This design comes from an exercise in tuning for small area, a short achievable clock period and few clock cycles on the open sky130 flow, not from production work.
Function was checked by simulation only, so behaviour that the tests miss may differ from the original.
Power figures rest on the tool's default switching activity, not on a simulated workload.

==> inputs of run a <==
## SET
module SET ( clk , rst, en, central, radius, mode, busy, valid, candidate );
input clk, rst;
input en;
input [23:0] central;
input [11:0] radius;
input [1:0] mode;
output busy;
output reg valid;
output [7:0] candidate;
function [3:0] dist0; input [4:0] i;
  case (i)
    5'd0: dist0 = 4'd1;
    5'd1: dist0 = 4'd5;
    5'd2: dist0 = 4'd0;
    5'd3: dist0 = 4'd4;
    5'd4: dist0 = 4'd1;
    5'd5: dist0 = 4'd3;
    5'd6: dist0 = 4'd2;
    5'd7: dist0 = 4'd2;
    5'd8: dist0 = 4'd3;
    5'd9: dist0 = 4'd1;
    5'd10: dist0 = 4'd4;
    5'd11: dist0 = 4'd0;
    5'd12: dist0 = 4'd5;
    5'd13: dist0 = 4'd1;
    5'd14: dist0 = 4'd6;
    5'd15: dist0 = 4'd2;
    5'd16: dist0 = 4'd7;
    5'd17: dist0 = 4'd3;
    5'd18: dist0 = 4'd8;
    5'd19: dist0 = 4'd4;
    5'd20: dist0 = 4'd9;
    5'd21: dist0 = 4'd5;
    5'd22: dist0 = 4'd10;
    5'd23: dist0 = 4'd6;
    5'd24: dist0 = 4'd11;
    5'd25: dist0 = 4'd7;
    5'd26: dist0 = 4'd12;
    5'd27: dist0 = 4'd8;
    5'd28: dist0 = 4'd13;
    5'd29: dist0 = 4'd9;
    5'd30: dist0 = 4'd14;
    5'd31: dist0 = 4'd10;
    default: dist0 = 4'd0;
  endcase
endfunction
function [3:0] dist1; input [4:0] i;
  case (i)
    5'd0: dist1 = 4'd2;
    5'd1: dist1 = 4'd6;
    5'd2: dist1 = 4'd1;
    5'd3: dist1 = 4'd5;
    5'd4: dist1 = 4'd0;
    5'd5: dist1 = 4'd4;
    5'd6: dist1 = 4'd1;
    5'd7: dist1 = 4'd3;
    5'd8: dist1 = 4'd2;
    5'd9: dist1 = 4'd2;
    5'd10: dist1 = 4'd3;
    5'd11: dist1 = 4'd1;
    5'd12: dist1 = 4'd4;
    5'd13: dist1 = 4'd0;
    5'd14: dist1 = 4'd5;
    5'd15: dist1 = 4'd1;
    5'd16: dist1 = 4'd6;
    5'd17: dist1 = 4'd2;
    5'd18: dist1 = 4'd7;
    5'd19: dist1 = 4'd3;
    5'd20: dist1 = 4'd8;
    5'd21: dist1 = 4'd4;
    5'd22: dist1 = 4'd9;
    5'd23: dist1 = 4'd5;
    5'd24: dist1 = 4'd10;
    5'd25: dist1 = 4'd6;
    5'd26: dist1 = 4'd11;
    5'd27: dist1 = 4'd7;
    5'd28: dist1 = 4'd12;
    5'd29: dist1 = 4'd8;
    5'd30: dist1 = 4'd13;
    5'd31: dist1 = 4'd9;
    default: dist1 = 4'd0;
  endcase
endfunction
  ...
Settings: LEC_CHECK=0, ABC_AREA=1, CAP_MARGIN=20, CORE_MARGIN=2, CORE_UTILIZATION=70, PLACE_DENSITY=0.72, SETUP_SLACK_MARGIN=1.5, SLEW_MARGIN=20; clock period 9.0 ns.
standard.sh (not shown) runs the stock make flow with config.mk's settings and CLKGATE_MAP_FILE= SYNTH_SCRIPT=/design/flow/synth_recipe.tcl, a recipe that flattens the netlist after the stock synthesis.
==> flow/flow/run.sh <==
#!/bin/bash
# Layout: the standard flow (standard.sh) with one change: buffer_ports
# puts a sky130_fd_sc_hd__buf_4 on every input and output port instead of the
# slow delay-cell buffer it picks by default. Every port still gets a buffer.
set -e
export BUFFER_PORTS_ARGS="-buffer_cell sky130_fd_sc_hd__buf_4"
bash standard.sh finish > standard.log 2>&1
==> run b (differences from run a) <==
- CORE_UTILIZATION: 70 -> 60
- PLACE_DENSITY: 0.72 -> default
==> summary of the runs <==
- Run a finished with timing, DRC and antenna clean. Run b completed without violations.
- Of run b and run a, run b has the higher critical path depth (gap 12).
- Non-clock buffer count: run a is lower than run b (1).
- Combinational power is about the same in run a and run b.
- Between run b and run a, the lower first-iteration DRC count is in run b (gap about 1.1%, measured against run a).
- In run b the die area is higher than in run a, by 16%.
- Final area: run b is larger than run a (about 0.5%).
- In flip-flop and latch count, run a and run b do not differ.
- Between run a and run b, the lower global-route usage is in run b (gap 6.3 points).
- Sequential power is about the same in run b and run a.
Testbench counts of run a, summed over its fixed seeds: cycles 648.
Testbench counts of run b, summed over its fixed seeds: cycles 648.

==> trial 37 <==
SET, a different RTL version from the one above (not shown whole).
export LEC_CHECK = 0
export ABC_AREA = 1
export CAP_MARGIN = 20
export CORE_MARGIN = 2
export CORE_UTILIZATION = 60
export SETUP_SLACK_MARGIN = 1.5
export SLEW_MARGIN = 20
create_clock -name core_clock -period 9.0 [get_ports {clk}]
Scripts as last shown in full above: flow/flow/run.sh
==> build 82 (differences from trial 37) <==
--- a/flow/design.v
+++ b/flow/design.v
@@ -261,14 +261,16 @@
 wire [63:0] hit = (ma & mb & ~mc) | (ma & ~mb & mc) | (~ma & mb & mc);
 reg [6:0] cs0;
 reg [6:0] cs1;
 reg [6:0] cs2;
 reg [6:0] cs3;
 reg [6:0] cs4;
 reg [6:0] cs5;
+reg [6:0] cs6;
+reg [6:0] cs7;
 wire pc1;
 wire pc2;
 assign pc1 = hit[0] ^ hit[10] ^ hit[11];
 assign pc2 = (hit[0] & hit[10]) | (hit[0] & hit[11]) | (hit[10] & hit[11]);
 wire pc3;
 wire pc4;
 assign pc3 = hit[12] ^ hit[13] ^ hit[14];
@@ -375,85 +377,67 @@
 assign pc54 = (pc35 & pc37) | (pc35 & pc39) | (pc37 & pc39);
 wire pc55;
 wire pc56;
 assign pc55 = pc41 ^ pc5 ^ pc7;
 assign pc56 = (pc41 & pc5) | (pc41 & pc7) | (pc5 & pc7);
 wire pc57;
 wire pc58;
-assign pc57 = pc9 ^ pc43 ^ pc45;
-assign pc58 = (pc9 & pc43) | (pc9 & pc45) | (pc43 & pc45);
+assign pc57 = pc10 ^ pc12 ^ pc14;
+assign pc58 = (pc10 & pc12) | (pc10 & pc14) | (pc12 & pc14);
 wire pc59;
 wire pc60;
-assign pc59 = pc10 ^ pc12 ^ pc14;
-assign pc60 = (pc10 & pc12) | (pc10 & pc14) | (pc12 & pc14);
+assign pc59 = pc16 ^ pc18 ^ pc2;
+assign pc60 = (pc16 & pc18) | (pc16 & pc2) | (pc18 & pc2);
 wire pc61;
 wire pc62;
-assign pc61 = pc16 ^ pc18 ^ pc2;
-assign pc62 = (pc16 & pc18) | (pc16 & pc2) | (pc18 & pc2);
+assign pc61 = pc20 ^ pc22 ^ pc24;
+assign pc62 = (pc20 & pc22) | (pc20 & pc24) | (pc22 & pc24);
 wire pc63;
 wire pc64;
-assign pc63 = pc20 ^ pc22 ^ pc24;
-assign pc64 = (pc20 & pc22) | (pc20 & pc24) | (pc22 & pc24);
+assign pc63 = pc26 ^ pc28 ^ pc30;
+assign pc64 = (pc26 & pc28) | (pc26 & pc30) | (pc28 & pc30);
 wire pc65;
 wire pc66;
-assign pc65 = pc26 ^ pc28 ^ pc30;
-assign pc66 = (pc26 & pc28) | (pc26 & pc30) | (pc28 & pc30);
+assign pc65 = pc32 ^ pc34 ^ pc36;
+assign pc66 = (pc32 & pc34) | (pc32 & pc36) | (pc34 & pc36);
 wire pc67;
 wire pc68;
-assign pc67 = pc32 ^ pc34 ^ pc36;
-assign pc68 = (pc32 & pc34) | (pc32 & pc36) | (pc34 & pc36);
+assign pc67 = pc38 ^ pc4 ^ pc40;
+assign pc68 = (pc38 & pc4) | (pc38 & pc40) | (pc4 & pc40);
 wire pc69;
 wire pc70;
-assign pc69 = pc38 ^ pc4 ^ pc40;
-assign pc70 = (pc38 & pc4) | (pc38 & pc40) | (pc4 & pc40);
+assign pc69 = pc42 ^ pc6 ^ pc8;
+assign pc70 = (pc42 & pc6) | (pc42 & pc8) | (pc6 & pc8);
 wire pc71;
 wire pc72;
-assign pc71 = pc42 ^ pc6 ^ pc8;
-assign pc72 = (pc42 & pc6) | (pc42 & pc8) | (pc6 & pc8);
+assign pc71 = pc44 ^ pc46 ^ pc48;
+assign pc72 = (pc44 & pc46) | (pc44 & pc48) | (pc46 & pc48);
 wire pc73;
 wire pc74;
-assign pc73 = pc44 ^ pc46 ^ pc48;
-assign pc74 = (pc44 & pc46) | (pc44 & pc48) | (pc46 & pc48);
+assign pc73 = pc50 ^ pc52 ^ pc54;
+assign pc74 = (pc50 & pc52) | (pc50 & pc54) | (pc52 & pc54);
 wire pc75;
 wire pc76;
-assign pc75 = pc50 ^ pc52 ^ pc54;
-assign pc76 = (pc50 & pc52) | (pc50 & pc54) | (pc52 & pc54);
+assign pc75 = pc56 ^ pc57 ^ pc59;
+assign pc76 = (pc56 & pc57) | (pc56 & pc59) | (pc57 & pc59);
 wire pc77;
 wire pc78;
-assign pc77 = pc56 ^ pc59 ^ pc61;
-assign pc78 = (pc56 & pc59) | (pc56 & pc61) | (pc59 & pc61);
-wire pc79;
-wire pc80;
-assign pc79 = pc63 ^ pc65 ^ pc67;
-assign pc80 = (pc63 & pc65) | (pc63 & pc67) | (pc65 & pc67);
-wire pc81;
-wire pc82;
-assign pc81 = pc69 ^ pc71 ^ pc58;
-assign pc82 = (pc69 & pc71) | (pc69 & pc58) | (pc71 & pc58);
-wire pc83;
-wire pc84;
-assign pc83 = pc60 ^ pc62 ^ pc64;
-assign pc84 = (pc60 & pc62) | (pc60 & pc64) | (pc62 & pc64);
-wire pc85;
-wire pc86;
-assign pc85 = pc66 ^ pc68 ^ pc70;
-assign pc86 = (pc66 & pc68) | (pc66 & pc70) | (pc68 & pc70);
-wire pc87;
-wire pc88;
-assign pc87 = pc72 ^ pc74 ^ pc76;
-assign pc88 = (pc72 & pc74) | (pc72 & pc76) | (pc74 & pc76);
+assign pc77 = pc58 ^ pc60 ^ pc62;
+assign pc78 = (pc58 & pc60) | (pc58 & pc62) | (pc60 & pc62);
 always @(posedge clk) begin
-  cs0 <= {1'b0,1'b0,1'b0,pc84,pc78,pc73,pc47};
-  cs1 <= {1'b0,1'b0,1'b0,pc86,pc80,pc75,pc49};
-  cs2 <= {1'b0,1'b0,1'b0,pc88,pc83,pc77,pc51};
-  cs3 <= {1'b0,1'b0,1'b0,1'b0,pc85,pc79,pc53};
-  cs4 <= {1'b0,1'b0,1'b0,1'b0,pc82,pc81,pc55};
-  cs5 <= {1'b0,1'b0,1'b0,1'b0,pc87,1'b0,pc57};
+  cs0 <= {1'b0,1'b0,1'b0,pc78,pc64,pc61,pc9};
+  cs1 <= {1'b0,1'b0,1'b0,1'b0,pc66,pc63,pc43};
+  cs2 <= {1'b0,1'b0,1'b0,1'b0,pc68,pc65,pc45};
+  cs3 <= {1'b0,1'b0,1'b0,1'b0,pc70,pc67,pc47};
+  cs4 <= {1'b0,1'b0,1'b0,1'b0,pc72,pc69,pc49};
+  cs5 <= {1'b0,1'b0,1'b0,1'b0,pc74,pc71,pc51};
+  cs6 <= {1'b0,1'b0,1'b0,1'b0,pc76,pc73,pc53};
+  cs7 <= {1'b0,1'b0,1'b0,1'b0,pc77,pc75,pc55};
 end
-assign candidate = {1'b0, cs0 + cs1 + cs2 + cs3 + cs4 + cs5};
+assign candidate = {1'b0, cs0 + cs1 + cs2 + cs3 + cs4 + cs5 + cs6 + cs7};
 always @(posedge clk or posedge rst)
   if (rst) valid <= 1'b0;
   else valid <= en;
 assign busy = valid;
 endmodule
 module chordm(i, o);
   input [7:0] i;
- SETUP_SLACK_MARGIN: 1.5 -> unset
==> results.json <==
{
  "mostFrequentLayoutCells": "nand2_1 (1800), inv_1 (746), nor2_1 (658), nand3_1 (435), a21oi_1 (319)",
  "multi_input_cells": 4177,
  "antenna_found_initial": 0,
  "whs_ps": 1370,
  "status": "timing/DRC/antenna clean",
  "gr-usage-met1": 0.592
}
(the above is from build 82)
==> results.json <==
{
  "status": "timing/DRC/antenna clean",
  "antenna_found_initial": 4,
  "synthAdderAreaFrac": 0.0515,
  "gr-usage-met1": 0.579,
  "multi_input_cells": 4183,
  "syn_to_final_growth_pct": 4.07,
  "whs_ps": 1380
}
(the above is from trial 37)
Testbench counts of trial 37, summed over its fixed seeds: cycles 328.
Testbench counts of build 82, summed over its fixed seeds: cycles 328.

==> afterwards: timing with drivers on the ports <==
How much do the figures lean on ideal ports? The routed layouts below were timed once more, with nothing changed but the port constraints.
Step 1 (the two cells are an assumption about what drives the block):
set clk [get_ports {clk}]
set_driving_cell -lib_cell sky130_fd_sc_hd__clkbuf_16 $clk
set_driving_cell -lib_cell sky130_fd_sc_hd__buf_2 [delete_from_list [all_inputs] $clk]
Step 2, shift: input delay + t, output delay - t, t = (earliest + latest rising clock arrival at the registers) / 2. This alone moves slack from input paths to output paths.
Three values: no drivers, after step 1, after step 2; two values: the first two.
| run | shift t [ns] | slack for setup (ns) | slew at the worst register clock pin (ns) | worst slew at a driven data input, ns |
|---|---|---|---|---|
| run a | 0.289 | 1.950 / 1.955 / 1.666 | 0.07 / 0.07 | 0.03 |
| run b | 0.292 | 1.999 / 2.010 / 1.718 | 0.07 / 0.07 | 0.04 |
| trial 37 | 0.279 | 1.780 / 1.771 / 1.492 | 0.06 / 0.06 | 0.05 |
| build 82 | 0.308 | 1.549 / 1.570 / 1.262 | 0.08 / 0.08 | 0.04 |
After both steps every run listed still meets setup and hold. The setup slack of trial 37, which loses most, moves by -0.009 ns with the drivers and by -0.288 ns with both steps.
